What follows belongs to an exercise in optimizing a design on an open flow for small area, a short achievable clock period and few clock cycles; a production flow would make more cautious choices.
In this exercise RTL edits were held to simulation tests only and were not proved equivalent to the original.
The clock cells of runs 7 to 9 come from the design's own scripts or RTL, not from TritonCTS.
No driver is modelled on the clock port, so clock power and skew are understated where the tree is cut down; a real chip needs a root buffer or a tree.

### design.v
module HT_TOP(
    clk,
    rst_n,
    in_valid,
    in_weight,
    out_mode,
    out_valid,
    out_code
);
input clk, rst_n, in_valid, out_mode;
input [2:0] in_weight;
output out_valid, out_code;
integer i;
function lt5;
    input [4:0] a, b;
    integer n;
    reg r;
    begin
        r = 1'b0;
        for (n = 0; n < 5; n = n + 1)
            r = (~a[n] & b[n]) | ((~a[n] | b[n]) & r);
        lt5 = r;
    end
endfunction
reg       iv_r;
reg [2:0] w_in;
reg       mode;
reg [3:0] s;
reg       inbody;
reg       ov_r, oc_r;
reg [2:0] w1, w2, w3;
reg [3:0] w4, w5, w6;
reg [4:0] w7;
wire [4:0] w [1:7];
assign w[1] = {2'b0, w1};
assign w[2] = {2'b0, w2};
assign w[3] = {2'b0, w3};
assign w[4] = {1'b0, w4};
assign w[5] = {1'b0, w5};
assign w[6] = {1'b0, w6};
assign w[7] = w7;
reg [2:0] pos [0:4];
reg [6:0] c   [0:4];
wire in_ph  = ~s[3] & iv_r;
wire mg_ph  = s[3] & ~(s[2] & s[1]);
wire out_ph = s[3] & s[2] & s[1] & ~s[0];
wire upd    = in_ph | mg_ph;
wire [2:0] k = s[2:0];
reg [7:0] force_lo;
reg [5:0] kh;
always @(*) begin
    case (s)
        4'd0:  force_lo = 8'b1111_1111;
        4'd1:  force_lo = 8'b0111_1111;
        4'd2:  force_lo = 8'b0011_1111;
        4'd3:  force_lo = 8'b0001_1111;
        4'd4:  force_lo = 8'b0000_1111;
        4'd5:  force_lo = 8'b0000_0111;
        4'd6:  force_lo = 8'b0000_0011;
        4'd7:  force_lo = 8'b0000_0001;
        4'd8:  force_lo = 8'b0000_0011;
        4'd9:  force_lo = 8'b0000_0111;
        4'd10: force_lo = 8'b0000_1111;
        4'd11: force_lo = 8'b0001_1111;
        4'd12: force_lo = 8'b0011_1111;
        default: force_lo = 8'b0111_1111;
    endcase
    case (s)
        4'd8:  kh = 6'b000001;
        4'd9:  kh = 6'b000010;
        4'd10: kh = 6'b000100;
        4'd11: kh = 6'b001000;
        4'd12: kh = 6'b010000;
        4'd13: kh = 6'b100000;
        default: kh = 6'b000000;
    endcase
end
reg  [4:0] xr;
wire [4:0] x = s[3] ? xr : {2'b0, w_in};
reg [8:0] lt;
always @(*) begin
    lt[0] = 1'b1;
    for (i = 1; i < 8; i = i + 1)
        lt[i] = force_lo[i] | lt5(w[i], x);
    lt[8] = 1'b0;
end
wire [2:0] p;
assign p[2] = lt[4];
assign p[1] = lt[6] | (lt[2] & ~lt[4]);
assign p[0] = lt[7] | (lt[5] & ~lt[6]) | (lt[3] & ~lt[4]) | (lt[1] & ~lt[2]);
reg [4:0] wm, wm1;
reg       ltm1;
always @(*) begin
    case (s)
        4'd8:  begin wm = w[2]; wm1 = w[3]; ltm1 = lt[3]; end
        4'd9:  begin wm = w[3]; wm1 = w[4]; ltm1 = lt[4]; end
        4'd10: begin wm = w[4]; wm1 = w[5]; ltm1 = lt[5]; end
        4'd11: begin wm = w[5]; wm1 = w[6]; ltm1 = lt[6]; end
        4'd12: begin wm = w[6]; wm1 = w[7]; ltm1 = lt[7]; end
        default: begin wm = w[1]; wm1 = w[2]; ltm1 = lt[2]; end
    endcase
end
wire [4:0] xr_nxt = wm + (ltm1 ? wm1 : x);
reg [2:0] arr [0:4];
always @(*) begin
    arr[0] = 3'd4;
    arr[1] = mode ? 3'd2 : 3'd5;
    arr[2] = mode ? 3'd5 : 3'd6;
    arr[3] = mode ? 3'd0 : 3'd7;
    arr[4] = mode ? 3'd1 : 3'd3;
end
reg [2:0] pdec [0:4];
reg [2:0] npos [0:4];
reg       rem  [0:4];
reg       bit0 [0:4];
always @(*) begin
    for (i = 0; i < 5; i = i + 1) begin
        case (pos[i])
            3'd0: pdec[i] = 3'd7;
            3'd1: pdec[i] = 3'd0;
            3'd2: pdec[i] = 3'd1;
            3'd3: pdec[i] = 3'd2;
            3'd4: pdec[i] = 3'd3;
            3'd5: pdec[i] = 3'd4;
            3'd6: pdec[i] = 3'd5;
            default: pdec[i] = 3'd6;
        endcase
        rem[i]  = mg_ph & force_lo[pos[i]];
        bit0[i] = ~(pos[i][0] ^ k[0]);
        if ((in_ph & (k == arr[i])) | rem[i]) npos[i] = p;
        else if (lt[pos[i]]) npos[i] = pdec[i];
        else npos[i] = pos[i];
    end
end
wire cur_done = inbody ? (c[0][6:1] == 6'd1) : (c[0] == 7'd1);
wire rot      = out_ph & cur_done;
always @(posedge clk or negedge rst_n) begin
    if (!rst_n) begin
        iv_r <= 1'b0;
        s    <= 4'd0;
        ov_r <= 1'b0;
        oc_r <= 1'b0;
    end else begin
        iv_r <= in_valid;
        if (upd) s <= s + 4'd1;
        if (kh[5]) begin
            ov_r <= 1'b1;
            oc_r <= ~npos[0][0];
        end else if (out_ph) begin
            if (cur_done) begin
                if (c[1] == 7'd0) begin
                    s    <= 4'd0;
                    ov_r <= 1'b0;
                    oc_r <= 1'b0;
                end else
                    oc_r <= ~pos[1][0];
            end else
                oc_r <= inbody ? c[0][1] : c[0][0];
        end
    end
end
always @(posedge clk) begin
    w_in <= in_weight;
    if (in_valid & ~iv_r) mode <= out_mode;
    if (upd) xr <= xr_nxt;
    if (kh[5] | rot) inbody <= 1'b0;
    else if (out_ph) inbody <= 1'b1;
    if (upd) begin
        w1 <= lt[2] ? w[2][2:0] : (lt[1] ? x[2:0] : w1);
        w2 <= lt[3] ? w[3][2:0] : (lt[2] ? x[2:0] : w2);
        w3 <= lt[4] ? w[4][2:0] : (lt[3] ? x[2:0] : w3);
        w4 <= lt[5] ? w[5][3:0] : (lt[4] ? x[3:0] : w4);
        w5 <= lt[6] ? w[6][3:0] : (lt[5] ? x[3:0] : w5);
        w6 <= lt[7] ? w[7][3:0] : (lt[6] ? x[3:0] : w6);
        w7 <= lt[7] ? x : w7;
    end
    for (i = 0; i < 5; i = i + 1) begin
        if (upd) pos[i] <= npos[i];
        else if (rot && i < 4) pos[i][0] <= pos[i + 1][0];
        if (in_ph) c[i] <= 7'd1;
        else if (rem[i]) c[i] <= {c[i][5:0], bit0[i]};
        else if (rot) c[i] <= (i < 4) ? c[i + 1] : 7'd0;
        else if (i == 0 && out_ph && inbody) c[i] <= c[i] >> 1;
    end
end
assign out_valid = ov_r;
assign out_code  = oc_r;
endmodule
### run.sh
#!/bin/bash
# synth_recipe.tcl (not shown) runs the flow's synth.tcl, then flattens the netlist and writes it again
# the make line also repeats each setting of config.mk as NAME=value (left out here)
make -C /OpenROAD-flow-scripts/flow DESIGN_CONFIG=/design/flow/config.mk WORK_HOME=/design/flow/orfs CLKGATE_MAP_FILE= SYNTH_SCRIPT=/design/flow/synth_recipe.tcl finish
### config.mk
export PLATFORM = sky130hd
export DESIGN_NAME = HT_TOP
export DESIGN_NICKNAME = HT_TOP
export VERILOG_FILES = /design/flow/design.v
export SDC_FILE = /design/flow/constraint.sdc
export NUM_CORES = 4
export LEC_CHECK = 0
export CAP_MARGIN = 20
export CELL_PAD_IN_SITES_DETAIL_PLACEMENT = 2
export CELL_PAD_IN_SITES_GLOBAL_PLACEMENT = 2
export CORE_MARGIN = 2
export CORE_UTILIZATION = 25
export PLACE_DENSITY = 0.3
export SLEW_MARGIN = 20
### constraint.sdc
create_clock -name core_clock -period 20.0 [get_ports {clk}]
set_input_delay 4.0000 -clock core_clock [delete_from_list [all_inputs] [get_ports {clk}]]
set_output_delay 4.0000 -clock core_clock [all_outputs]
set_load 0.01 [all_outputs]
==> results of run 1 <==
-- cells by family after synthesis --
kind of cell	share of synthesized area [%]
adder cells (fa/ha/maj)	2.755
multiplexers	7.309
AND/OR/NAND/NOR	18.22
AO/OA/AOI/OAI	27.02
buffers and inverters	5.951
flip-flops	36.20
XOR/XNOR	2.545
-- sequential cells by signal, indices dropped and copies added, names as in the netlist --
register / count
w1: 3
w2: 3
w7: 5
pos: 15
w6: 4
w_in: 3
inbody: 1
c: 35
mode: 1
iv_r: 1
s: 4
w3: 3
w5: 4
xr: 5
oc_r: 1
w4: 4
ov_r: 1
-- cell usage in the layout (no fill, tap or decap), types with 8 or more instances in the layout --
cell type        instances
nor2b_1                 19
nand2b_1                 8
a21oi_1                 94
a22oi_1                 11
a31oi_1                  9
xnor2_1                 16
edfxtp_1                47
o211ai_1                 9
o21ai_0                 40
inv_1                   32
nor3_1                   8
nor2_1                  76
a221oi_1                10
nand2_1                 99
clkbuf_16               10
clkdlybuf4s50_1          8
mux2i_1                 23
dfxtp_1                 39
buf_4                   10
ha_1                    12
nand3_1                 12
nand3b_1                 8
-- metal layers --
metal	vias up	share of wire (%)	GRT usage, %
met1	3046	42	22.58
met5	-	0	0
met4	0	1.4	4.726
li1	2802	-	-
met3	17	1.0	1.983
met2	34	55	37.67
-- per-stage QoR --
stage | instance area [µm²]
floorplan | 6539
global placement | 6863
detailed placement | 6863
CTS | 7161
global route | 7168
finish | 7168
-- cell type report --
cell class	instances	share of cell area (%)
Multi-Input combinational cell	594	52.85
Clock buffer	11	3.543
Tap cell	335	5.847
Sequential cell	93	33.04
Timing Repair Buffer	19	2.269
Clock inverter	5	0.6109
Inverter	35	1.833
-- worst max-delay path by stage --
stage | slack (ns) | to | depth (start not counted) | startpoint
2_1_floorplan | 15.59 | mode | 1 | in_valid
3_3_place_gp | 15.07 | xr[4] | 17 | s[1]
3_5_place_dp | 14.91 | xr[4] | 17 | s[1]
4_1_cts | 14.71 | out_code | 1 | oc_r
5_1_grt | 14.39 | xr[4] | 17 | s[1]
6_report | 14.74 | out_code | 1 | oc_r
==> flow_summary.json, run 1 <==
{
  "setup_slack_ns": 14.74,
  "avgSynthCellArea_um2": 8.383,
  "grt_max_degree": 52,
  "hold_viol": 0,
  "worstMarginPinSlew_ns": 0.9799,
  "ys_warn_count": 8,
  "vias": 5899,
  "ys_seq_elements": 93,
  "reg2reg_slack_ns": 14.82,
  "rows": 59,
  "num_antenna_cells": 0,
  "whs_path_depth": 2,
  "worstPathRequired_ns": 16.00,
  "core_area_um2": 25840,
  "r2r-end": "xr[4]",
  "setup_tns_ns": 0,
  "dr.pass1.iters": 5,
  "area_growth_pct": 9.625,
  "reg2reg_from": "s[1]",
  "fin_crit_sh_pct": 26.31,
  "dpl.hpwl_um": 19820,
  "placed_cells": 1075,
  "ys.flop_type": "edfxtp_1",
  "synth_edf_count": 47,
  "reg2reg_depth": 17,
  "finalWirelength_um": 26490,
  "grt_usage_pct": 19.39,
  "numCtsBuffers": 9,
  "ys_seq_area_share_pct": 36.20,
  "ys_async_sr_fraction_pct": 7.527,
  "holdWs_ns": 0.4802,
  "drtAntennaViolNets": 0,
  "clock_latency_ns": 0.36,
  "synth.distinct_cells": 80,
  "ios": 9,
  "cp_slowest_stage_delay_ns": 0.55,
  "cp_slowest_cell": "clkdlybuf4s50_1",
  "drc": 0,
  "status": "complete, no violations",
  "post_cts_buffers": 0,
  "root_buffer": "clkbuf_16",
  "clockBufferDepth": 2,
  "post_cts_resized": 0,
  "io_buffers": 8,
  "synth_area_leaders": "edfxtp_1, dfxtp_1, a21oi_1, nand2_1, nor2_1",
  "drive_gt1_share_pct": 8.190,
  "synth.most_common_cell": "nand2_1",
  "die_h_um": 165.7,
  "multi_input_area_um2": 3789,
  "crit_chain": "clkdlybuf4s50_1",
  "worstPathBufferInverterCount": 1,
  "die_x_um": 165.7,
  "pre_cts_ws_ns": 14.91,
  "fp.dieArea_um2": 27460,
  "start_kind": "register",
  "critPathArrivalTime_ns": 1.26,
  "ctsHoldBuffers": 0,
  "min_period_ns": 5.261,
  "postLayoutCoreUtil_pct": 27.74,
  "grt_pass1_vias": 6468,
  "syn-num-nets": 800,
  "cp_max_fo": 2,
  "fin_nets": 772,
  "grt_pass1_wl_um": 40570,
  "min_to": "c[0][6]",
  "drv_cap": 0,
  "max_freq_ghz": 0.1901,
  "hold_start": "c[0][6]",
  "stdcell_count": 1092,
  "rsz0062_at_grt": "false",
  "cts.reportedPaths.clkPinSlew_ns": 0.08,
  "clock_sinks": 93,
  "finClkSkew_ns": 0.01022,
  "worstHoldPathType": "reg -> reg",
  "htree_levels": 3,
  "synth_top_area_cell": "edfxtp_1",
  "antenna_found_initial": 0,
  "drv_slew": 0,
  "nFillCells": 2937,
  "netlist.area_leader.share_pct": 21.58,
  "gr-total-overflow": 0,
  "syn_inst": 780,
  "finalSetupViolations": 0,
  "critPathKind": "reg -> out",
  "syn_area_um2": 6539,
  "gp_congestion": 0.7552,
  "seq_area_um2": 2369,
  "initial_core_util_pct": 25.31,
  "drtIter0Drc": 297,
  "critical-path-top-delay-family": "buffers and inverters",
  "avgRoutedWirePerCell_um": 24.26,
  "end_kind": "output pin",
  "yosys-top-cells-count": "nand2_1, a21oi_1, nor2_1, edfxtp_1, o21ai_0",
  "vias_per_cell": 5.402,
  "relSlewSlack_pct": 34.43,
  "cts_tree": "yes"
}
Testbench counts, summed over its fixed seeds: cycles 38,938.
==> run 2, diff against run 1 <==
==> flow/run.sh (new file) <==
#!/bin/bash
# The standard layout (the standard.sh, unchanged synthesis), with a
# faster buffer on the ports than the one buffer_ports picks by default.
set -euo pipefail
export BUFFER_PORTS_ARGS="-buffer_cell sky130_fd_sc_hd__buf_4"
bash standard.sh > standard_flow.log 2>&1
==> standard.sh (new file) <==
#!/bin/bash
# synth_recipe.tcl (not shown) runs the flow's synth.tcl, then flattens the netlist and writes it again
# the make line also repeats each setting of config.mk as NAME=value (left out here)
make -C /OpenROAD-flow-scripts/flow DESIGN_CONFIG=/design/flow/config.mk WORK_HOME=/design/flow/orfs CLKGATE_MAP_FILE= SYNTH_SCRIPT=/design/flow/synth_recipe.tcl "${@:-finish}"
--- a/config.mk
+++ b/config.mk
@@ -5,6 +5,7 @@
 export SDC_FILE = /design/flow/constraint.sdc
 export NUM_CORES = 4
 export LEC_CHECK = 0
+export ABC_AREA = 1
 export CAP_MARGIN = 20
 export CELL_PAD_IN_SITES_DETAIL_PLACEMENT = 2
 export CELL_PAD_IN_SITES_GLOBAL_PLACEMENT = 2
removed: run.sh
==> run 2 against run 1 <==
  * Still clean on timing, DRC and antenna
  * Die area down 5.3%
  * Core utilization is 0.47 points higher
  * First-iteration DRC count fell by 31%
  * Global-route usage down 0.42 points
  * Sequential cell count did not move
  * Synthesized cell count rose by 9.2%
  * Register-to-register slack improved by 1.1 ns
  * Worst setup slack improved by 0.37 ns
  * Critical path type unchanged
  * Highest routed layer unchanged
==> flow_summary.json, run 2 <==
{
  "status": "complete, no violations",
  "synth_edf_count": 47,
  "fin_nets": 873,
  "drv_slew": 0,
  "root_buffer": "clkbuf_16",
  "grt_max_degree": 33,
  "ctsHoldBuffers": 0,
  "nFillCells": 2889,
  "grt_pass1_wl_um": 37580,
  "ys_warn_count": 8,
  "numCtsBuffers": 9,
  "synth.most_common_cell": "nand2_1",
  "area_growth_pct": 10.97,
  "drive_gt1_share_pct": 12.12,
  "top_regs": "c x35, pos x15",
  "fp.dieArea_um2": 26010,
  "grt_pass1_vias": 6291,
  "largest_register_ff_count": 35,
  "critPathArrivalTime_ns": 0.89,
  "htree_levels": 3,
  "grt_busiest_layer": "met2",
  "use_met1_pct": 22.18,
  "ys_async_sr_fraction_pct": 7.527,
  "num_antenna_cells": 0,
  "finalSetupViolations": 0,
  "cts_tree": "yes",
  "avgSynthCellArea_um2": 7.258,
  "drv_cap": 0,
  "initial_core_util_pct": 25.43,
  "end_kind": "output pin",
  "syn_area_um2": 6183,
  "ys.flop_type": "edfxtp_1",
  "core_area_um2": 24320,
  "finClkSkew_ns": 0.01279,
  "cts.reportedPaths.clkPinSlew_ns": 0.08,
  "min_period_ns": 4.891,
  "ios": 9,
  "rows": 57,
  "use_met3_pct": 2.003,
  "worstMarginPinSlew_ns": 0.6946,
  "clock_latency_ns": 0.36,
  "syn-num-nets": 872,
  "synth.distinct_cells": 52,
  "synth_area_leaders": "edfxtp_1, nand2_1, dfxtp_1, inv_1, o21ai_0",
  "start_kind": "register",
  "post_cts_resized": 0,
  "drtIter0Drc": 206,
  "gr-total-overflow": 0,
  "hold_viol": 0,
  "critPathKind": "reg -> out",
  "max_freq_ghz": 0.2045,
  "die_x_um": 161.3,
  "netlist.area_leader.share_pct": 22.82,
  "ys_seq_area_share_pct": 38.28,
  "yosys-top-cells-count": "nand2_1, inv_1, o21ai_0, nor2_1, edfxtp_1",
  "setup_tns_ns": 0,
  "final_common_cell": "nand2_1",
  "die_h_um": 161.3,
  "drc": 0,
  "top_register": "c",
  "vias_per_cell": 4.949,
  "placed_cells": 1166,
  "holdWs_ns": 0.4675,
  "fin_crit_sh_pct": 24.46,
  "avgRoutedWirePerCell_um": 20.10,
  "synth_top_area_cell": "edfxtp_1",
  "stdcell_count": 1182,
  "grt_usage_pct": 18.97,
  "cp_slowest_cell": "dfrtp_1",
  "cp_slowest_stage_delay_ns": 0.39,
  "finalWirelength_um": 23760,
  "dpl.hpwl_um": 18640,
  "worstPathBufferInverterCount": 1,
  "relSlewSlack_pct": 53.59,
  "vias": 5850,
  "gp_congestion": 0.7840,
  "clock_sinks": 93,
  "clockBufferDepth": 2,
  "worstPathRequired_ns": 16.00,
  "worstHoldPathType": "reg -> reg",
  "post_cts_buffers": 0,
  "critical-path-top-delay-family": "flip-flops",
  "antenna_found_initial": 0,
  "ys_seq_elements": 93,
  "reg2reg_slack_ns": 15.91,
  "final_cell_mix": "nand2_1, inv_1, o21ai_0",
  "crit_chain": "buf_4",
  "syn_inst": 852,
  "dr.pass1.iters": 5,
  "rsz0062_at_grt": "false",
  "io_buffers": 8,
  "grt_use_met2_pct": 36.68,
  "cp_max_fo": 2,
  "drtAntennaViolNets": 0
}
## run 2: metal layers
| layer | vias to the layer above | wire [µm] |
|---|---|---|
| li1 | 2848 | - |
| met1 | 2931 | 10100 |
| met2 | 49 | 12830 |
| met3 | 22 | 425 |
| met4 | 0 | 414 |
| met5 | - | 0 |
## run 2: logic make-up (layout without fill, tap and decap cells)
| kind of cell | after synthesis | after routing | share of synthesized area, % |
|---|---|---|---|
| simple gates | 374 | 374 | 27.13 |
| compound gates | 208 | 208 | 20.21 |
| buf+inv | 153 | 159 | 10.04 |
| flops | 93 | 93 | 38.28 |
| fa+ha+maj | 13 | 13 | 2.752 |
| xor+xnor | 10 | 10 | 1.416 |
| mux | 1 | 1 | 0.1619 |
## run 2: worst paths after layout
kind,start,depth (start not counted),end
min reg2reg,c[4][6],2,c[4][6]
min,c[4][6],2,c[4][6]
min in group asynchronous,rst_n,1,s[1]
max reg2reg,s[0],21,xr[4]
max in group asynchronous,rst_n,1,s[3]
max,ov_r,1,out_valid
## run 2: final cells by class
cell class | instances | area (µm²) | share of cell area, %
clock buffer | 9 | 225.2 | 3.282
clock inverter | 7 | 92.59 | 1.349
inverter | 134 | 508.0 | 7.403
multi-input combinational | 606 | 3196 | 46.57
sequential | 93 | 2367 | 34.50
tap | 324 | 405.4 | 5.908
timing repair buffer | 9 | 67.56 | 0.9847
## run 2: per-stage QoR
stage | area (µm²) | worst slack (ns) | utilization (%)
2_1_floorplan | 6183 | 15.61 | -
3_3_place_gp | 6544 | 15.49 | 26.91
3_5_place_dp | 6544 | 15.44 | 26.91
4_1_cts | 6862 | 15.09 | 28.21
5_1_grt | 6862 | 15.08 | 28.21
6_report | 6862 | 15.11 | 28.21
==> run 3, diff against run 2 <==
--- a/config.mk
+++ b/config.mk
@@ -11,5 +11,6 @@
 export CELL_PAD_IN_SITES_GLOBAL_PLACEMENT = 2
 export CORE_MARGIN = 2
 export CORE_UTILIZATION = 25
+export CTS_BUF_LIST = sky130_fd_sc_hd__clkbuf_8
 export PLACE_DENSITY = 0.3
 export SLEW_MARGIN = 20
==> run 3 against run 2 <==
  * Still clean on timing, DRC and antenna
  * Clock-buffer cell count is the same
  * Design area shrank 1.5%
  * Via count shrank 0.32%
  * First-iteration DRC count shrank 13%
  * Die area is the same
  * Critical path depth is the same
  * Highest routed layer unchanged
  * Synthesized cell count is the same
  * Core utilization shrank 0.42 points
  * Critical path type unchanged
  * Clock skew grew 0.0011 ns
==> flow_summary.json, run 3 <==
{
  "ys_seq_elements": 93,
  "post_cts_buffers": 0,
  "io_buffers": 8,
  "cp_max_fo": 2,
  "whs_path_depth": 2,
  "cp_slowest_stage_delay_ns": 0.40,
  "core_area_um2": 24320,
  "die_x_um": 161.3,
  "dpl.hpwl_um": 18640,
  "r2r-end": "xr[4]",
  "vias": 5831,
  "area_growth_pct": 9.328,
  "setup_slack_ns": 15.07,
  "clockBufferDepth": 2,
  "hold_viol": 0,
  "critPathArrivalTime_ns": 0.93,
  "antenna_found_initial": 0,
  "yosys-top-cells-count": "nand2_1, inv_1, o21ai_0, nor2_1, edfxtp_1",
  "drtAntennaViolNets": 0,
  "reg2reg_depth": 16,
  "cts_tree": "yes",
  "worstPathRequired_ns": 16.00,
  "netlist.area_leader.share_pct": 22.82,
  "final_cell_mix": "nand2_1, inv_1, o21ai_0",
  "syn_area_um2": 6183,
  "finalWirelength_um": 23770,
  "gr-total-overflow": 0,
  "pre_cts_ws_ns": 15.44,
  "synth_area_leaders": "edfxtp_1, nand2_1, dfxtp_1, inv_1, o21ai_0",
  "critPathKind": "reg -> out",
  "grt_pass1_vias": 6300,
  "finalSetupViolations": 0,
  "status": "complete, no violations",
  "critical-path-top-delay-family": "flip-flops",
  "worstPathBufferInverterCount": 1,
  "setup_tns_ns": 0,
  "grt_max_degree": 33,
  "clock_sinks": 93,
  "final_common_cell": "nand2_1",
  "syn_inst": 852,
  "ios": 9,
  "cp_slowest_cell": "dfrtp_1",
  "largest_register_ff_count": 35,
  "syn-num-nets": 872,
  "root_buffer": "clkbuf_8",
  "max_freq_ghz": 0.2028,
  "avgSynthCellArea_um2": 7.258,
  "reg2reg_slack_ns": 15.90,
  "ys_seq_area_share_pct": 38.28,
  "min_period_ns": 4.931,
  "top_regs": "c x35, pos x15",
  "htree_levels": 3,
  "drive_gt1_share_pct": 12.12,
  "vias_per_cell": 4.933,
  "finClkSkew_ns": 0.01391,
  "post_cts_resized": 0,
  "synth_edf_count": 47,
  "reg2reg_from": "s[0]",
  "dr.pass1.iters": 4,
  "synth.distinct_cells": 52,
  "gp_congestion": 0.7840,
  "worstMarginPinSlew_ns": 0.6975,
  "top_register": "c",
  "drv_slew": 0,
  "clock_latency_ns": 0.39,
  "rows": 57,
  "end_kind": "output pin",
  "hold_start": "c[4][6]",
  "fin_nets": 873,
  "drc": 0,
  "fp.dieArea_um2": 26010,
  "crit_chain": "buf_4",
  "min_to": "c[4][6]",
  "fin_crit_sh_pct": 24.66,
  "ys.flop_type": "edfxtp_1",
  "synth_top_area_cell": "edfxtp_1",
  "die_h_um": 161.3,
  "avgRoutedWirePerCell_um": 20.11,
  "rsz0062_at_grt": "false",
  "num_antenna_cells": 0,
  "grt_usage_pct": 18.89,
  "drv_cap": 0,
  "ys_warn_count": 8,
  "postLayoutCoreUtil_pct": 27.80,
  "start_kind": "register",
  "grt_pass1_wl_um": 37540,
  "cts.reportedPaths.clkPinSlew_ns": 0.12,
  "ys_async_sr_fraction_pct": 7.527,
  "initial_core_util_pct": 25.43,
  "synth.most_common_cell": "nand2_1",
  "relSlewSlack_pct": 53.39,
  "drtIter0Drc": 179,
  "numCtsBuffers": 9,
  "worstHoldPathType": "reg -> reg",
  "ctsHoldBuffers": 0,
  "cp.depth": 1
}
-- run 3: cell types whose count changed in the layout (fill, tap and decap cells not counted) --
| cell | change |
|---|---|
| clkbuf_16 | -9 |
| clkbuf_8 | +9 |
-- run 3: cells by family after synthesis --
logic type                 count (synthesis)  synth area share (%)
AOI/OAI and AO/OA                        208                 20.21
xor gates and xnor gates                  10                 1.416
adders and majority gates                 13                 2.752
buffers and inverters                    153                 10.04
DFF                                       93                 38.28
muxes                                      1                0.1619
and+or+nand+nor                          374                 27.13
-- run 3: cell type report --
cell class | instances | area (µm²)
clock buffer | 9 | 123.9
clock inverter | 7 | 92.59
sequential | 93 | 2367
tap | 324 | 405.4
fill | 2894 | 17560
timing repair buffer | 9 | 67.56
multi-input combinational | 606 | 3196
inverter | 134 | 508.0
-- run 3: how the worst max path moves through the flow --
stage / slack, ns / from / endpoint
after floorplan: 15.61 / in_valid / mode
after global placement: 15.49 / in_valid / mode
after detailed placement: 15.44 / in_valid / mode
after CTS: 15.04 / oc_r / out_code
after global routing: 15.03 / ov_r / out_valid
final: 15.07 / ov_r / out_valid
-- run 3: per-stage QoR --
step	area [µm²]	cells	hold WS (ns)
4_1_cts	6760	1182	0.4797
3_3_place_gp	6544	1166	0.4570
6_report	6760	1182	0.4726
5_1_grt	6760	1182	0.5003
2_1_floorplan	6183	852	0.4402
3_5_place_dp	6544	1166	0.4607
-- run 3: per-layer routing --
| metal | vias to the layer above | global-route usage (%) | share of wire (%) |
|---|---|---|---|
| met5 | - | 0 | 0 |
| met4 | 0 | 4.221 | 1.5 |
| li1 | 2847 | - | - |
| met2 | 42 | 36.73 | 54 |
| met1 | 2924 | 22.13 | 43 |
| met3 | 18 | 2.003 | 1.9 |
==> run 4, diff against run 3 <==
--- a/config.mk
+++ b/config.mk
@@ -5,12 +5,10 @@
 export SDC_FILE = /design/flow/constraint.sdc
 export NUM_CORES = 4
 export LEC_CHECK = 0
-export ABC_AREA = 1
 export CAP_MARGIN = 20
 export CELL_PAD_IN_SITES_DETAIL_PLACEMENT = 2
 export CELL_PAD_IN_SITES_GLOBAL_PLACEMENT = 2
 export CORE_MARGIN = 2
 export CORE_UTILIZATION = 25
-export CTS_BUF_LIST = sky130_fd_sc_hd__clkbuf_8
 export PLACE_DENSITY = 0.3
 export SLEW_MARGIN = 20
==> run 4 against run 3 <==
  * First-iteration DRC count increased by 22%
  * Core utilization fell by 0.17 points
  * Non-clock buffer count rose by 8
  * Clock skew fell by 0.0039 ns
  * Wire length increased by 16%
  * Critical endpoint is now out_code
  * Clock-buffer cell count is 3 higher
  * Global-route usage rose by 1.2 points
  * Cell count fell by 7.8%
  * Hold slack better by 0.00095 ns
==> flow_summary.json, run 4 <==
{
  "final_cell_mix": "nand2_1, a21oi_1, nor2_1",
  "ys_async_sr_fraction_pct": 7.527,
  "grt_usage_pct": 20.14,
  "finalWirelength_um": 27650,
  "hold_viol": 0,
  "fin_crit_sh_pct": 24.58,
  "cp_slowest_stage_delay_ns": 0.41,
  "ys_seq_area_share_pct": 36.20,
  "gr-total-overflow": 0,
  "place_area_um2": 6835,
  "fin_nets": 770,
  "netlist.area_leader.share_pct": 21.58,
  "clock_latency_ns": 0.36,
  "ys.flop_type": "edfxtp_1",
  "worstMarginPinSlew_ns": 1.009,
  "rows": 59,
  "root_buffer": "clkbuf_16",
  "core_area_um2": 25840,
  "dr.pass1.iters": 4,
  "end_kind": "output pin",
  "avgSynthCellArea_um2": 8.383,
  "worstHoldPathType": "reg -> reg",
  "ys_warn_count": 8,
  "grt_max_degree": 52,
  "worstPathBufferInverterCount": 1,
  "top_register": "c",
  "drtIter0Drc": 218,
  "ctsHoldBuffers": 0,
  "numCtsBuffers": 9,
  "finalSetupViolations": 0,
  "setup_tns_ns": 0,
  "cts_tree": "yes",
  "relSlewSlack_pct": 32.47,
  "htree_levels": 3,
  "critical-path-top-delay-family": "flip-flops",
  "ios": 9,
  "cts.reportedPaths.clkPinSlew_ns": 0.07,
  "start_kind": "register",
  "largest_register_ff_count": 35,
  "initial_core_util_pct": 25.31,
  "critPathArrivalTime_ns": 0.92,
  "io_buffers": 8,
  "die_x_um": 165.7,
  "synth_area_leaders": "edfxtp_1, dfxtp_1, a21oi_1, nand2_1, nor2_1",
  "holdWs_ns": 0.4736,
  "crit_chain": "buf_4",
  "num_antenna_cells": 0,
  "status": "complete, no violations",
  "clockBufferDepth": 2,
  "grt_pass1_vias": 6442,
  "drtAntennaViolNets": 0,
  "drv_cap": 0,
  "synth.most_common_cell": "nand2_1",
  "yosys-top-cells-count": "nand2_1, a21oi_1, nor2_1, edfxtp_1, o21ai_0",
  "synth_top_area_cell": "edfxtp_1",
  "syn_area_um2": 6539,
  "multi_input_area_um2": 3789,
  "syn-num-nets": 800,
  "clock_sinks": 93,
  "stdcell_area_um2": 7138,
  "cp_max_fo": 2,
  "critPathKind": "reg -> out",
  "grt_pass1_wl_um": 41910,
  "final_common_cell": "nand2_1",
  "antenna_found_initial": 0,
  "drc": 0,
  "syn_inst": 780,
  "synth_edf_count": 47,
  "cp_slowest_cell": "dfrtp_1",
  "vias_per_cell": 5.429,
  "nFillCells": 2956,
  "dpl.hpwl_um": 20800,
  "max_freq_ghz": 0.2034,
  "fp.dieArea_um2": 27460,
  "avgRoutedWirePerCell_um": 25.37,
  "gp_congestion": 0.7762,
  "vias": 5918,
  "post_cts_resized": 0,
  "rsz0062_at_grt": "false",
  "die_h_um": 165.7,
  "seq_area_um2": 2369,
  "worstPathRequired_ns": 16.00,
  "post_cts_buffers": 0,
  "finClkSkew_ns": 0.01002,
  "area_growth_pct": 9.166,
  "drv_slew": 0,
  "ys_seq_elements": 93,
  "drive_gt1_share_pct": 9.007,
  "synth.distinct_cells": 80,
  "top_regs": "c x35, pos x15",
  "min_period_ns": 4.916
}
-- run 4: area by class of cell --
type                       instances  area share [%]
inverter                          35           1.840
tap                              335           5.872
clock buffer                      12           3.751
clock inverter                     4          0.4908
multi-input combinational        594           53.08
timing repair buffer              17           1.788
sequential                        93           33.18
-- run 4: metal layers --
metal	track usage (%)	part of all wire, %	wire length, µm
met1	23.52	42	11660
met4	5.255	1.6	449
met2	38.91	55	15150
met5	0	0	0
met3	2.007	1.4	384
-- run 4: per-stage QoR --
step	setup slack, ns	utilization (%)	std cells
after floorplan	15.59	-	780
after CTS	15.07	27.63	1090
after global placement	15.37	26.46	1074
final	15.08	27.63	1090
after detailed placement	15.25	26.46	1074
after global routing	14.74	27.63	1090
-- run 4: worst paths after layout --
check | start | endpoint | slack, ns | depth (start not counted)
hold reg to reg | c[4][2] | c[4][3] | 0.47 | 2
min in group asynchronous | rst_n | ov_r | 3.45 | 1
setup reg to reg | s[1] | xr[4] | 15.17 | 17
setup / recovery | oc_r | out_code | 15.08 | 1
max in group asynchronous | rst_n | s[3] | 16.40 | 1
hold / removal | c[4][2] | c[4][3] | 0.47 | 2
-- run 4: kinds of logic after synthesis --
group | Yosys count | share of synthesized area, %
buffers and inverters | 93 | 5.951
multiplexers | 37 | 7.309
XOR/XNOR | 19 | 2.545
AO/OA/AOI/OAI | 266 | 27.02
adder cells (fa/ha/maj) | 14 | 2.755
flip-flops | 93 | 36.20
AND/OR/NAND/NOR | 258 | 18.22
==> run 5, diff against run 4 <==
--- a/config.mk
+++ b/config.mk
@@ -5,10 +5,13 @@
 export SDC_FILE = /design/flow/constraint.sdc
 export NUM_CORES = 4
 export LEC_CHECK = 0
+export ABC_AREA = 1
 export CAP_MARGIN = 20
 export CELL_PAD_IN_SITES_DETAIL_PLACEMENT = 2
 export CELL_PAD_IN_SITES_GLOBAL_PLACEMENT = 2
 export CORE_MARGIN = 2
-export CORE_UTILIZATION = 25
-export PLACE_DENSITY = 0.3
+export CORE_UTILIZATION = 50
+export CTS_CLUSTER_DIAMETER = 300
+export CTS_CLUSTER_SIZE = 60
+export PLACE_DENSITY = 0.6
 export SLEW_MARGIN = 20
==> run 5 against run 4 <==
  * The run now fails in global placement without I/O (3_1_place_gp_skip_io)
  * Area after synthesis fell by 5.4%
  * Synthesized cell count is 9.2% higher
==> flow_summary.json, run 5 <==
{
  "ys.flop_type": "edfxtp_1",
  "synth.mux.area_fraction_pct": 0.1619,
  "ys_seq_elements": 93,
  "ys_seq_area_share_pct": 38.28,
  "synth_compound_area_share_pct": 20.21,
  "rows": 40,
  "ys_warn_count": 8,
  "syn_area_um2": 6183,
  "synth.most_common_cell": "nand2_1",
  "synthAdderAreaFrac_pct": 2.752,
  "die_x_um": 115.2,
  "initial_core_util_pct": 51.27,
  "syn-num-nets": 872,
  "status": "stopped before the end",
  "synth_top_family_by_area": "simple AND/OR/NAND/NOR gates",
  "avgSynthCellArea_um2": 7.258,
  "synthXorXnorAreaFrac_pct": 1.416,
  "synth_area_leaders": "edfxtp_1, nand2_1, dfxtp_1, inv_1, o21ai_0",
  "yosys-top-cells-count": "nand2_1, inv_1, o21ai_0, nor2_1, edfxtp_1",
  "netlist.area_leader.share_pct": 22.82,
  "synthSimpleGateAreaFrac_pct": 27.13,
  "synth_edf_count": 47,
  "ys_async_sr_fraction_pct": 7.527,
  "syn_inst": 852,
  "flow.stopped_at": "global placement without I/O (3_1_place_gp_skip_io)",
  "synth_top_area_cell": "edfxtp_1",
  "error": "[ERROR GPL-0301] Utilization 100.500 % exceeds 100%.",
  "die_h_um": 115.2,
  "synth.distinct_cells": 52
}
==> run 5: cell types whose count changed after synthesis, moves of 19 or more <==
| cell | before | now |
|---|---|---|
| nand2_1 | 99 | 226 |
| inv_1 | 32 | 112 |
| a21oi_1 | 95 | 46 |
| clkbuf_1 | 38 | 7 |
| nand3_1 | 12 | 39 |
| o21ai_0 | 40 | 65 |
| nor2_1 | 76 | 53 |
| mux2i_1 | 23 | 1 |
| nor2b_1 | 20 | 0 |
| nand2_2 | 0 | 19 |
==> run 5: cells by family after synthesis <==
group | after synthesis
compound gates | 208
mux | 1
simple gates | 374
fa+ha+maj | 13
buf+inv | 153
xor+xnor | 10
flops | 93
==> run 6, diff against run 5 <==
--- a/config.mk
+++ b/config.mk
@@ -10,8 +10,8 @@
 export CELL_PAD_IN_SITES_DETAIL_PLACEMENT = 2
 export CELL_PAD_IN_SITES_GLOBAL_PLACEMENT = 2
 export CORE_MARGIN = 2
-export CORE_UTILIZATION = 50
+export CORE_UTILIZATION = 35
 export CTS_CLUSTER_DIAMETER = 300
 export CTS_CLUSTER_SIZE = 60
-export PLACE_DENSITY = 0.6
+export PLACE_DENSITY = 0.5
 export SLEW_MARGIN = 20
==> run 6 against run 5 <==
  * The run now finishes clean
  * Synthesized cell count did not move
  * Area after synthesis did not move
==> flow_summary.json, run 6 <==
{
  "vias_per_cell": 5.400,
  "netlist.area_leader.share_pct": 22.82,
  "grt_pass1_vias": 6487,
  "worstPathRequired_ns": 16.00,
  "cp_slowest_cell": "dfrtp_1",
  "ctsHoldBuffers": 0,
  "pre_cts_ws_ns": 15.49,
  "reg2reg_depth": 19,
  "grt_max_degree": 33,
  "vias": 5843,
  "setup_slack_ns": 15.11,
  "rsz0062_at_grt": "false",
  "rows": 48,
  "die_h_um": 136.9,
  "synth_top_family_by_area": "simple AND/OR/NAND/NOR gates",
  "ys_async_sr_fraction_pct": 7.527,
  "avgSynthCellArea_um2": 7.258,
  "synth_edf_count": 47,
  "avgRoutedWirePerCell_um": 20.38,
  "synth.mux.area_fraction_pct": 0.1619,
  "synthAdderAreaFrac_pct": 2.752,
  "fin_nets": 872,
  "cp_slowest_stage_delay_ns": 0.39,
  "ys_seq_area_share_pct": 38.28,
  "clock_latency_ns": 0.36,
  "critPathArrivalTime_ns": 0.89,
  "max_freq_ghz": 0.2045,
  "status": "complete, no violations",
  "ios": 9,
  "synth.most_common_cell": "nand2_1",
  "clockBufferDepth": 2,
  "num_antenna_cells": 0,
  "syn-num-nets": 872,
  "setup_tns_ns": 0,
  "syn_area_um2": 6183,
  "synth.distinct_cells": 52,
  "reg2reg_from": "s[0]",
  "die_x_um": 136.9,
  "relSlewSlack_pct": 45.22,
  "gr-total-overflow": 0,
  "root_buffer": "clkbuf_16",
  "drv_cap": 0,
  "critical-path-top-delay-family": "flip-flops",
  "drtIter0Drc": 230,
  "final_cell_mix": "nand2_1, inv_1, o21ai_0",
  "synth_top_area_cell": "edfxtp_1",
  "numCtsBuffers": 9,
  "finalSetupViolations": 0,
  "worstPathBufferInverterCount": 1,
  "top_register": "c",
  "start_kind": "register",
  "cts_tree": "yes",
  "worstHoldPathType": "reg -> reg",
  "grt_pass1_wl_um": 35410,
  "fp.dieArea_um2": 18750,
  "drive_gt1_share_pct": 11.79,
  "largest_register_ff_count": 35,
  "end_kind": "output pin",
  "r2r-end": "xr[4]",
  "core_area_um2": 17300,
  "yosys-top-cells-count": "nand2_1, inv_1, o21ai_0, nor2_1, edfxtp_1",
  "reg2reg_slack_ns": 15.90,
  "top_regs": "c x35, pos x15",
  "min_period_ns": 4.890,
  "antenna_found_initial": 0,
  "area_growth_pct": 8.418,
  "synth_compound_area_share_pct": 20.21,
  "finClkSkew_ns": 0.008387,
  "synthSimpleGateAreaFrac_pct": 27.13,
  "fin_crit_sh_pct": 24.45,
  "worstMarginPinSlew_ns": 0.8197,
  "drc": 0,
  "cp_max_fo": 2,
  "synth_area_leaders": "edfxtp_1, nand2_1, dfxtp_1, inv_1, o21ai_0",
  "syn_inst": 852,
  "crit_chain": "buf_4",
  "io_buffers": 8,
  "final_common_cell": "nand2_1",
  "synthXorXnorAreaFrac_pct": 1.416,
  "hold_viol": 0,
  "dpl.hpwl_um": 17200,
  "initial_core_util_pct": 35.75,
  "cts.reportedPaths.clkPinSlew_ns": 0.07,
  "crit_end": "out_valid",
  "ys_seq_elements": 93,
  "dr.pass1.iters": 6,
  "post_cts_resized": 0,
  "ys_warn_count": 8,
  "cp.depth": 1,
  "post_cts_buffers": 0,
  "grt_usage_pct": 24.83,
  "drtAntennaViolNets": 0,
  "drv_slew": 0,
  "timing.critical_path.from": "ov_r",
  "critPathKind": "reg -> out",
  "ys.flop_type": "edfxtp_1",
  "htree_levels": 3,
  "clock_sinks": 93,
  "finalWirelength_um": 22050,
  "gp_congestion": 0.8412
}
## run 6: worst min-delay path by stage
stage	start	end	slack, ns	depth (start not counted)
2_1_floorplan	c[4][6]	c[4][6]	0.44	2
3_3_place_gp	c[4][6]	c[4][6]	0.46	2
3_5_place_dp	c[4][0]	c[4][1]	0.47	2
4_1_cts	c[2][6]	c[2][6]	0.48	2
5_1_grt	c[2][6]	c[2][6]	0.50	2
6_report	c[4][0]	c[4][1]	0.48	2
## run 6: area by class of cell
| class | instances | area [µm²] |
|---|---|---|
| multi-input cells | 606 | 3196 |
| repair buffers | 8 | 60.06 |
| inverters | 134 | 508.0 |
| clock inverters | 2 | 15.01 |
| clock buffers | 14 | 276.5 |
| fillers | 2088 | 10590 |
| well taps | 225 | 281.5 |
| flip-flops and latches | 93 | 2367 |
## run 6: metal layers
| layer | global-route usage (%) | vias up | part of all wire [%] |
|---|---|---|---|
| li1 | - | 2849 | - |
| met2 | 46.31 | 58 | 52 |
| met1 | 28.91 | 2897 | 42 |
| met4 | 10.25 | 0 | 3.5 |
| met5 | 0 | - | 0 |
| met3 | 2.333 | 39 | 1.6 |
## run 6: cell families after synthesis
group / Yosys count
muxes: 1
AOI/OAI and AO/OA: 208
DFF: 93
xor gates and xnor gates: 10
buffers and inverters: 153
and+or+nand+nor: 374
adders and majority gates: 13
## run 6: through the flow
step | area, µm² | std cells | utilization (%) | hold slack, ns
floorplan | 6183 | 852 | - | 0.4402
global placement | 6412 | 1066 | 37.07 | 0.4579
detailed placement | 6412 | 1066 | 37.07 | 0.4718
CTS | 6704 | 1082 | 38.76 | 0.4823
global route | 6704 | 1082 | 38.76 | 0.5045
finish | 6704 | 1082 | 38.76 | 0.4769
==> run 7, diff against run 6 <==
==> flow/run.sh (replaced) <==
#!/bin/bash
# The standard layout (the standard.sh, unchanged synthesis), with a
# faster buffer on the ports than the one buffer_ports picks by default,
# and a single-level clock tree in place of TritonCTS's two levels
# (flow/cts_post.tcl, run at the end of the CTS step).
set -euo pipefail
export BUFFER_PORTS_ARGS="-buffer_cell sky130_fd_sc_hd__buf_4"
export POST_CTS_TCL="$(pwd)/flow/cts_post.tcl"
bash standard.sh > standard_flow.log 2>&1
==> flow/cts_post.tcl (new file) <==
# Runs at the end of ORFS's CTS step (POST_CTS_TCL hook).
# Replaces the two-level tree TritonCTS built with a single level: the clock
# port drives four clkbuf_16 buffers, each driving the flip-flops of one
# quadrant of the placed flip-flops, so every flip-flop sees one buffer delay.
set block [ord::get_db_block]
set db [ord::get_db]
set master [$db findMaster sky130_fd_sc_hd__clkbuf_16]
set port_net [$block findNet clk]

# clock sinks: the CLK pins of all flip-flops
set sinks {}
foreach inst [$block getInsts] {
  set mname [[$inst getMaster] getName]
  if {![string match "sky130_fd_sc_hd__*df*" $mname]} { continue }
  set it [$inst findITerm CLK]
  if {$it eq "NULL" || $it eq ""} { continue }
  set bb [$inst getBBox]
  lappend sinks [list $it [expr {([$bb xMin] + [$bb xMax]) / 2}] [expr {([$bb yMin] + [$bb yMax]) / 2}]]
}
puts "manual cts: [llength $sinks] sinks"

# remove TritonCTS's buffers and their nets
set old_nets {}
foreach inst [$block getInsts] {
  if {[string match "clkbuf_*" [$inst getName]] || [string match "clkload*" [$inst getName]]} {
    set out [$inst findITerm X]
    if {$out ne "NULL" && $out ne ""} {
      set n [$out getNet]
      if {$n ne "NULL" && $n ne ""} { lappend old_nets $n }
    }
    puts "manual cts: removing [$inst getName] ([[$inst getMaster] getName])"
    odb::dbInst_destroy $inst
  }
}
foreach s $sinks { [lindex $s 0] disconnect }
foreach n [lsort -unique $old_nets] {
  if {[$n getName] ne "clk"} { odb::dbNet_destroy $n }
}

# split the sinks into quadrants: halves by x, then each half by y
set sorted [lsort -integer -index 1 $sinks]
set half [expr {[llength $sorted] / 2}]
set groups {}
foreach part [list [lrange $sorted 0 [expr {$half - 1}]] [lrange $sorted $half end]] {
  set ys [lsort -integer -index 2 $part]
  set h2 [expr {[llength $ys] / 2}]
  lappend groups [lrange $ys 0 [expr {$h2 - 1}]] [lrange $ys $h2 end]
}
set g 0
foreach grp $groups {
  if {[llength $grp] == 0} { continue }
  set sx 0; set sy 0
  foreach s $grp { incr sx [lindex $s 1]; incr sy [lindex $s 2] }
  set cx [expr {$sx / [llength $grp]}]
  set cy [expr {$sy / [llength $grp]}]
  set inst [odb::dbInst_create $block $master "clkbuf_manual_$g"]
  $inst setLocation $cx $cy
  $inst setPlacementStatus PLACED
  set net [odb::dbNet_create $block "clknet_manual_$g"]
  $net setSigType CLOCK
  [$inst findITerm A] connect $port_net
  [$inst findITerm X] connect $net
  foreach s $grp { [lindex $s 0] connect $net }
  puts "manual cts: buffer $g at ($cx, $cy) drives [llength $grp] sinks"
  incr g
}
$port_net setSigType CLOCK

detailed_placement
check_placement -verbose
estimate_parasitics -placement
report_clock_skew
repair_timing -hold -verbose
detailed_placement
check_placement -verbose
report_checks -path_delay max -to [all_outputs]
--- a/config.mk
+++ b/config.mk
@@ -10,8 +10,6 @@
 export CELL_PAD_IN_SITES_DETAIL_PLACEMENT = 2
 export CELL_PAD_IN_SITES_GLOBAL_PLACEMENT = 2
 export CORE_MARGIN = 2
-export CORE_UTILIZATION = 35
-export CTS_CLUSTER_DIAMETER = 300
-export CTS_CLUSTER_SIZE = 60
-export PLACE_DENSITY = 0.5
+export CORE_UTILIZATION = 25
+export PLACE_DENSITY = 0.3
 export SLEW_MARGIN = 20
==> run 7 against run 6 <==
  * Still clean
  * Highest routed layer unchanged
  * Register-to-register slack is essentially flat
  * Synthesized cell count is the same
  * Critical endpoint unchanged
  * Cell count grew 8.1%
==> flow_summary.json, run 7 <==
{
  "status": "complete, no violations",
  "stdcell_count": 1170,
  "cp_slowest_cell": "dfrtp_1",
  "hold_viol": 0,
  "cp_slowest_stage_delay_ns": 0.39,
  "ys_seq_elements": 93,
  "vias": 5808,
  "gr-total-overflow": 0,
  "gp_congestion": 0.7840,
  "finClkSkew_ns": 0.02461,
  "reg2reg_depth": 16,
  "cts.reportedPaths.clkPinSlew_ns": 0.10,
  "reg2reg_from": "s[0]",
  "crit_chain": "buf_4",
  "min_to": "c[4][6]",
  "whs_path_depth": 2,
  "r2r-end": "xr[4]",
  "grt_pass1_vias": 6232,
  "dpl.hpwl_um": 18640,
  "netlist.area_leader.share_pct": 22.82,
  "fin_nets": 868,
  "die_x_um": 161.3,
  "worstPathRequired_ns": 16.00,
  "grt_pass1_wl_um": 37280,
  "die_h_um": 161.3,
  "antenna_found_initial": 0,
  "synth.most_common_cell": "nand2_1",
  "fin_crit_sh_pct": 23.48,
  "worstPathBufferInverterCount": 1,
  "syn_inst": 852,
  "drive_gt1_share_pct": 10.87,
  "synth.distinct_cells": 52,
  "worstMarginPinSlew_ns": 0.6908,
  "grt_max_degree": 33,
  "fp.dieArea_um2": 26010,
  "drv_slew": 0,
  "avgRoutedWirePerCell_um": 20.19,
  "ys_async_sr_fraction_pct": 7.527,
  "drc": 0,
  "grt_usage_pct": 18.75,
  "ys_seq_area_share_pct": 38.28,
  "start_kind": "register",
  "final_common_cell": "nand2_1",
  "io_buffers": 8,
  "finalSetupViolations": 0,
  "synthXorXnorAreaFrac_pct": 1.416,
  "ys.flop_type": "edfxtp_1",
  "drtAntennaViolNets": 0,
  "drv_cap": 0,
  "synth.mux.area_fraction_pct": 0.1619,
  "placed_cells": 1166,
  "finalWirelength_um": 23620,
  "largest_register_ff_count": 35,
  "rsz0062_at_grt": "false",
  "synthSimpleGateAreaFrac_pct": 27.13,
  "cp_max_fo": 2,
  "synth_edf_count": 47,
  "top_regs": "c x35, pos x15",
  "clock_latency_ns": 0.18,
  "core_area_um2": 24320,
  "initial_core_util_pct": 25.43,
  "avgSynthCellArea_um2": 7.258,
  "critical-path-top-delay-family": "flip-flops",
  "relSlewSlack_pct": 53.84,
  "synth_top_family_by_area": "simple AND/OR/NAND/NOR gates",
  "dr.pass1.iters": 4,
  "ios": 9,
  "drtIter0Drc": 178,
  "setup_tns_ns": 0,
  "min_period_ns": 4.697,
  "end_kind": "output pin",
  "reg2reg_slack_ns": 15.89,
  "rows": 57,
  "synth_compound_area_share_pct": 20.21,
  "max_freq_ghz": 0.2129,
  "num_antenna_cells": 0,
  "vias_per_cell": 4.964,
  "synthAdderAreaFrac_pct": 2.752,
  "top_register": "c",
  "synth_area_leaders": "edfxtp_1, nand2_1, dfxtp_1, inv_1, o21ai_0",
  "critPathArrivalTime_ns": 0.70,
  "ys_warn_count": 8,
  "yosys-top-cells-count": "nand2_1, inv_1, o21ai_0, nor2_1, edfxtp_1",
  "worstHoldPathType": "reg -> reg",
  "clock_sinks": 93,
  "syn-num-nets": 872,
  "final_cell_mix": "nand2_1, inv_1, o21ai_0",
  "area_growth_pct": 7.446,
  "hold_start": "c[4][6]",
  "synth_top_area_cell": "edfxtp_1",
  "syn_area_um2": 6183,
  "critPathKind": "reg -> out"
}
run 7: cell families after synthesis:
family,after synthesis
flops,93
simple gates,374
fa+ha+maj,13
xor+xnor,10
compound gates,208
mux,1
buf+inv,153
run 7: worst max-delay path by stage:
| stage | depth (start not counted) | start | slack [ns] | endpoint |
|---|---|---|---|---|
| after floorplan | 2 | in_valid | 15.61 | mode |
| after global placement | 3 | in_valid | 15.49 | mode |
| after detailed placement | 3 | in_valid | 15.44 | mode |
| after global routing | 1 | ov_r | 15.27 | out_valid |
| final | 1 | ov_r | 15.30 | out_valid |
run 7: layout make-up:
class / instances / area [µm²]
buffer: 4 / 100.1
fill: 2897 / 17680
inverter: 134 / 508.0
multi-input combinational: 606 / 3196
sequential: 93 / 2367
tap: 324 / 405.4
timing repair buffer: 9 / 67.56
run 7: stage by stage:
step	hold slack, ns	util, %	cell area (µm²)	worst slack, ns
final	0.4693	27.32	6644	15.30
after global routing	0.4974	27.32	6644	15.27
after detailed placement	0.4607	26.91	6544	15.44
after global placement	0.4570	26.91	6544	15.49
after floorplan	0.4402	-	6183	15.61
run 7: metal layers:
metal / track usage [%] / up-vias / share of wire [%]
li1: - / 2828 / -
met1: 22.19 / 2925 / 43
met2: 36.36 / 37 / 54
met3: 2.234 / 18 / 1.7
met4: 3.450 / 0 / 1.4
met5: 0 / - / 0
==> run 8, diff against run 7 <==
--- a/config.mk
+++ b/config.mk
@@ -10,6 +10,6 @@
 export CELL_PAD_IN_SITES_DETAIL_PLACEMENT = 2
 export CELL_PAD_IN_SITES_GLOBAL_PLACEMENT = 2
 export CORE_MARGIN = 2
-export CORE_UTILIZATION = 25
-export PLACE_DENSITY = 0.3
+export CORE_UTILIZATION = 35
+export PLACE_DENSITY = 0.5
 export SLEW_MARGIN = 20
==> run 8 against run 7 <==
  * Still clean
  * Global-route usage is 5.8 points higher
  * Worst setup slack lost 0.0065 ns
  * Hold slack improved by 0.012 ns
  * Register-to-register slack is essentially flat
  * Critical path depth is the same
  * Via count is 0.40% higher
  * Sequential share of layout area is 0.72 points higher
  * First-iteration DRC count increased by 43%
  * Die area is 28% lower
  * Largest cell class unchanged
  * Highest routed layer unchanged
==> flow_summary.json, run 8 <==
{
  "drtAntennaViolNets": 0,
  "ys.flop_type": "edfxtp_1",
  "avgSynthCellArea_um2": 7.258,
  "critical-path-top-delay-family": "flip-flops",
  "multi_input_area_um2": 3196,
  "synth_edf_count": 47,
  "worstPathRequired_ns": 16.00,
  "synth_area_leaders": "edfxtp_1, nand2_1, dfxtp_1, inv_1, o21ai_0",
  "min_period_ns": 4.703,
  "largest_register_ff_count": 35,
  "grt_pass1_vias": 6440,
  "drive_gt1_share_pct": 10.77,
  "status": "complete, no violations",
  "clock_sinks": 93,
  "rsz0062_at_grt": "false",
  "relSlewSlack_pct": 46.01,
  "drv_slew": 0,
  "vias_per_cell": 5.450,
  "ios": 9,
  "core_area_um2": 17300,
  "hold_viol": 0,
  "avgRoutedWirePerCell_um": 20.51,
  "worstHoldPathType": "reg -> reg",
  "synth_top_area_cell": "edfxtp_1",
  "dpl.hpwl_um": 17200,
  "final_cell_mix": "nand2_1, inv_1, o21ai_0",
  "ys_warn_count": 8,
  "syn_inst": 852,
  "top_register": "c",
  "start_kind": "register",
  "final_common_cell": "nand2_1",
  "seq_area_um2": 2367,
  "drtIter0Drc": 254,
  "die_x_um": 136.9,
  "end_kind": "output pin",
  "num_antenna_cells": 0,
  "critPathArrivalTime_ns": 0.70,
  "grt_max_degree": 33,
  "ys_async_sr_fraction_pct": 7.527,
  "drc": 0,
  "setup_slack_ns": 15.30,
  "cp_max_fo": 2,
  "finalSetupViolations": 0,
  "gr-total-overflow": 0,
  "synth.distinct_cells": 52,
  "antenna_found_initial": 0,
  "ys_seq_elements": 93,
  "placed_cells": 1066,
  "top_regs": "c x35, pos x15",
  "fp.dieArea_um2": 18750,
  "yosys-top-cells-count": "nand2_1, inv_1, o21ai_0, nor2_1, edfxtp_1",
  "finClkSkew_ns": 0.01545,
  "setup_tns_ns": 0,
  "dr.pass1.iters": 6,
  "worstPathBufferInverterCount": 1,
  "critPathKind": "reg -> out",
  "drv_cap": 0,
  "stdcell_count": 1070,
  "area_growth_pct": 5.322,
  "syn_area_um2": 6183,
  "fin_nets": 867,
  "whs_path_depth": 2,
  "initial_core_util_pct": 35.75,
  "clock_latency_ns": 0.17,
  "netlist.area_leader.share_pct": 22.82,
  "holdWs_ns": 0.4818,
  "ys_seq_area_share_pct": 38.28,
  "rows": 48,
  "finalWirelength_um": 21940,
  "reg2reg_depth": 19,
  "cp_slowest_cell": "dfrtp_1",
  "io_buffers": 8,
  "cp_slowest_stage_delay_ns": 0.40,
  "pre_cts_ws_ns": 15.49,
  "vias": 5831,
  "cp.depth": 1,
  "nFillCells": 2099,
  "fin_crit_sh_pct": 23.52,
  "grt_pass1_wl_um": 35270,
  "max_freq_ghz": 0.2126,
  "synth.most_common_cell": "nand2_1",
  "crit_chain": "buf_4",
  "die_h_um": 136.9,
  "cts.reportedPaths.clkPinSlew_ns": 0.10,
  "worstMarginPinSlew_ns": 0.8079,
  "syn-num-nets": 872,
  "grt_usage_pct": 24.56,
  "gp_congestion": 0.8412
}
-- run 8: path summary, 6_finish.rpt --
check	start	end	slack, ns
max in group asynchronous	rst_n	oc_r	16.24
max	ov_r	out_valid	15.30
max reg2reg	s[0]	xr[4]	15.90
min	c[4][0]	c[4][1]	0.48
min reg2reg	c[4][0]	c[4][1]	0.48
min in group asynchronous	rst_n	s[2]	3.62
-- run 8: final cells by class --
cell class	count	area share, %
Multi-Input combinational cell	606	49.07
Sequential cell	93	36.35
Inverter	134	7.800
Tap cell	225	4.323
Buffer	4	1.537
Timing Repair Buffer	8	0.9222
-- run 8: kinds of logic after synthesis --
| kind of cell | synth area share (%) |
|---|---|
| AOI/OAI and AO/OA | 20.21 |
| and+or+nand+nor | 27.13 |
| adders and majority gates | 2.752 |
| buffers and inverters | 10.04 |
| xor gates and xnor gates | 1.416 |
| muxes | 0.1619 |
| DFF | 38.28 |
-- run 8: stage by stage --
stage,util [%],instance area [µm²]
after floorplan,-,6183
final,37.65,6513
after detailed placement,37.07,6412
after global routing,37.65,6513
after global placement,37.07,6412
-- run 8: routing by layer --
layer | global-route usage [%] | vias to the layer above | routed length [µm]
li1 | - | 2820 | -
met1 | 28.82 | 2929 | 9349
met2 | 46.42 | 53 | 11600
met3 | 2.889 | 29 | 370
met4 | 7.446 | 0 | 623
met5 | 0 | - | 0
==> run 9, diff against run 8 <==
--- a/flow/cts_post.tcl
+++ b/flow/cts_post.tcl
@@ -66,6 +66,17 @@
 }
 $port_net setSigType CLOCK
 
+# the output flip-flops drive the output buffers: use a stronger drive
+foreach inst [$block getInsts] {
+  set n [$inst getName]
+  if {[string match "ov_r*" $n] || [string match "oc_r*" $n]} {
+    set m [[$inst getMaster] getName]
+    regsub {_[0-9]+$} $m {_4} m4
+    puts "manual cts: $n $m -> $m4"
+    $inst swapMaster [$db findMaster $m4]
+  }
+}
+
 detailed_placement
 check_placement -verbose
 estimate_parasitics -placement
--- a/config.mk
+++ b/config.mk
@@ -10,6 +10,6 @@
 export CELL_PAD_IN_SITES_DETAIL_PLACEMENT = 2
 export CELL_PAD_IN_SITES_GLOBAL_PLACEMENT = 2
 export CORE_MARGIN = 2
-export CORE_UTILIZATION = 35
-export PLACE_DENSITY = 0.5
+export CORE_UTILIZATION = 25
+export PLACE_DENSITY = 0.3
 export SLEW_MARGIN = 20
==> run 9 against run 8 <==
  * Worst setup slack lost 0.085 ns
  * Via count shrank 0.75%
  * Largest cell class unchanged
  * Synthesized cell count is the same
  * Still clean
  * Critical path type unchanged
  * Highest routed layer unchanged
  * Wire length grew 7.5%
  * Register-to-register slack lost 0.02 ns
==> flow_summary.json, run 9 <==
{
  "status": "complete, no violations",
  "finClkSkew_ns": 0.02473,
  "grt_pass1_wl_um": 37280,
  "synth.most_common_cell": "nand2_1",
  "cp_slowest_stage_delay_ns": 0.48,
  "start_kind": "register",
  "vias_per_cell": 4.946,
  "drtAntennaViolNets": 0,
  "top_regs": "c x35, pos x15",
  "fin_nets": 868,
  "cp_slowest_cell": "dfrtp_4",
  "gp_congestion": 0.7840,
  "drv_slew": 0,
  "io_buffers": 8,
  "largest_register_ff_count": 35,
  "wl_met2_um": 12750,
  "drc": 0,
  "critical-path-top-delay-family": "flip-flops",
  "seq_area_um2": 2375,
  "grt_max_degree": 33,
  "rsz0062_at_grt": "false",
  "synth_top_area_cell": "edfxtp_1",
  "dr.pass1.iters": 4,
  "num_antenna_cells": 0,
  "worstPathBufferInverterCount": 1,
  "rows": 57,
  "top_layer": "met4",
  "avgRoutedWirePerCell_um": 20.16,
  "critPathArrivalTime_ns": 0.79,
  "drtIter0Drc": 173,
  "antenna_found_initial": 0,
  "crit_chain": "buf_4",
  "ys_seq_area_share_pct": 38.28,
  "worstHoldPathType": "reg -> reg",
  "initial_core_util_pct": 25.43,
  "min_period_ns": 4.788,
  "hold_viol": 0,
  "synth_area_leaders": "edfxtp_1, nand2_1, dfxtp_1, inv_1, o21ai_0",
  "core_area_um2": 24320,
  "critPathKind": "reg -> out",
  "multi_input_area_um2": 3196,
  "ys.flop_type": "edfxtp_1",
  "final_common_cell": "nand2_1",
  "nFillCells": 2895,
  "wl_met1_um": 10100,
  "relSlewSlack_pct": 53.96,
  "fin_crit_sh_pct": 23.94,
  "top_register": "c",
  "finalSetupViolations": 0,
  "netlist.area_leader.share_pct": 22.82,
  "wl_met3_um": 432,
  "syn-num-nets": 872,
  "vias": 5787,
  "avgSynthCellArea_um2": 7.258,
  "max_freq_ghz": 0.2088,
  "ys_async_sr_fraction_pct": 7.527,
  "place_area_um2": 6544,
  "clock_latency_ns": 0.18,
  "syn_area_um2": 6183,
  "pre_cts_ws_ns": 15.44,
  "worstMarginPinSlew_ns": 0.6889,
  "final_cell_mix": "nand2_1, inv_1, o21ai_0",
  "synth_edf_count": 47,
  "ys_warn_count": 8,
  "clock_sinks": 93,
  "holdWs_ns": 0.4693,
  "drv_cap": 0,
  "synth.distinct_cells": 52,
  "setup_tns_ns": 0,
  "finalWirelength_um": 23590,
  "die_h_um": 161.3,
  "worstPathRequired_ns": 16.00,
  "syn_inst": 852,
  "dpl.hpwl_um": 18640,
  "end_kind": "output pin",
  "cp_max_fo": 2,
  "grt_usage_pct": 18.75,
  "setup_slack_ns": 15.21,
  "drive_gt1_share_pct": 11.11,
  "grt_pass1_vias": 6232,
  "yosys-top-cells-count": "nand2_1, inv_1, o21ai_0, nor2_1, edfxtp_1",
  "gr-total-overflow": 0,
  "cts.reportedPaths.clkPinSlew_ns": 0.10,
  "fp.dieArea_um2": 26010,
  "ys_seq_elements": 93,
  "area_growth_pct": 7.568,
  "die_x_um": 161.3,
  "stdcell_area_um2": 6651,
  "ios": 9
}
==> run 9: changes by cell type in the layout (fill, tap and decap cells not counted) <==
cell,previous run,this run
buf_4,8,9
dfrtp_1,7,5
dfrtp_4,0,2
==> run 9: worst paths after layout <==
| path | start | to | slack (ns) | cells after the start |
|---|---|---|---|---|
| worst max-delay path | oc_r | out_code | 15.21 | 1 |
| worst min-delay path | c[4][6] | c[4][6] | 0.47 | 2 |
| worst max register to register | s[0] | xr[4] | 15.88 | 16 |
| worst min register to register | c[4][6] | c[4][6] | 0.47 | 2 |
| max in group asynchronous | rst_n | ov_r | 16.24 | 1 |
| min in group asynchronous | rst_n | s[2] | 3.61 | 1 |
==> run 9: area by class of cell <==
| type | count | area share [%] |
|---|---|---|
| Tap cell | 324 | 6.095 |
| Multi-Input combinational cell | 606 | 48.04 |
| Sequential cell | 93 | 35.70 |
| Inverter | 134 | 7.637 |
| Buffer | 4 | 1.505 |
| Timing Repair Buffer | 9 | 1.016 |
==> run 9: metrics by stage <==
step	util [%]	cells
after floorplan	-	852
after global placement	26.91	1166
after detailed placement	26.91	1166
after global routing	27.35	1170
final	27.35	1170
==> run 9: kinds of logic (layout without fill, tap and decap cells) <==
kind of cell             after synthesis  after routing  synth area share, %
AO/OA/AOI/OAI                        208            208                20.21
multiplexers                           1              1               0.1619
adder cells (fa/ha/maj)               13             13                2.752
XOR/XNOR                              10             10                1.416
AND/OR/NAND/NOR                      374            374                27.13
buffers and inverters                153            147                10.04
flip-flops                            93             93                38.28
==> run 9: layer usage <==
metal / up-vias / GRT usage, %
met2: 32 / 36.36
met1: 2911 / 22.19
met3: 14 / 2.234
met5: - / 0
met4: 0 / 3.450
li1: 2830 / -

==> afterwards: timing with drivers on the ports <==
The flow's constraints put no driver on any port. The routed layouts listed below were extracted and timed again, unchanged, in two steps.
Step 1: set_driving_cell puts a clkbuf_16 on clk and a buf_2 on each other input, an assumption about the parent block.
Step 2 times the ports against the registers' clock, not the clock port: input delays grow and output delays shrink by t, the midpoint of the rising clock arrivals with the driver on.
Slacks: ideal ports / drivers / drivers and shift; pairs: ideal ports / drivers.
| run | shift t [ns] | setup slack, ns | worst setup path at the end | worst register clock-pin slew, ns | cell pins on the clock port's net |
|---|---|---|---|---|---|
| run 1 | 0.403 | 14.739 / 14.691 / 14.824 | register to register | 0.08 / 0.08 | 1 |
| run 2 | 0.404 | 15.109 / 15.062 / 15.443 | input to register | 0.08 / 0.08 | 1 |
| run 3 | 0.427 | 15.069 / 15.026 / 15.451 | input to register | 0.12 / 0.12 | 1 |
| run 4 | 0.406 | 15.084 / 15.038 / 15.171 | register to register | 0.08 / 0.08 | 1 |
| run 6 | 0.395 | 15.110 / 15.066 / 15.461 | register to output | 0.07 / 0.07 | 1 |
| run 7 | 0.269 | 15.303 / 15.198 / 15.456 | input to register | 0.12 / 0.12 | 4 |
| run 8 | 0.257 | 15.297 / 15.202 / 15.459 | register to output | 0.11 / 0.11 | 4 |
| run 9 | 0.268 | 15.212 / 15.107 / 15.375 | register to output | 0.12 / 0.12 | 4 |
After both steps every run listed still meets setup and hold.
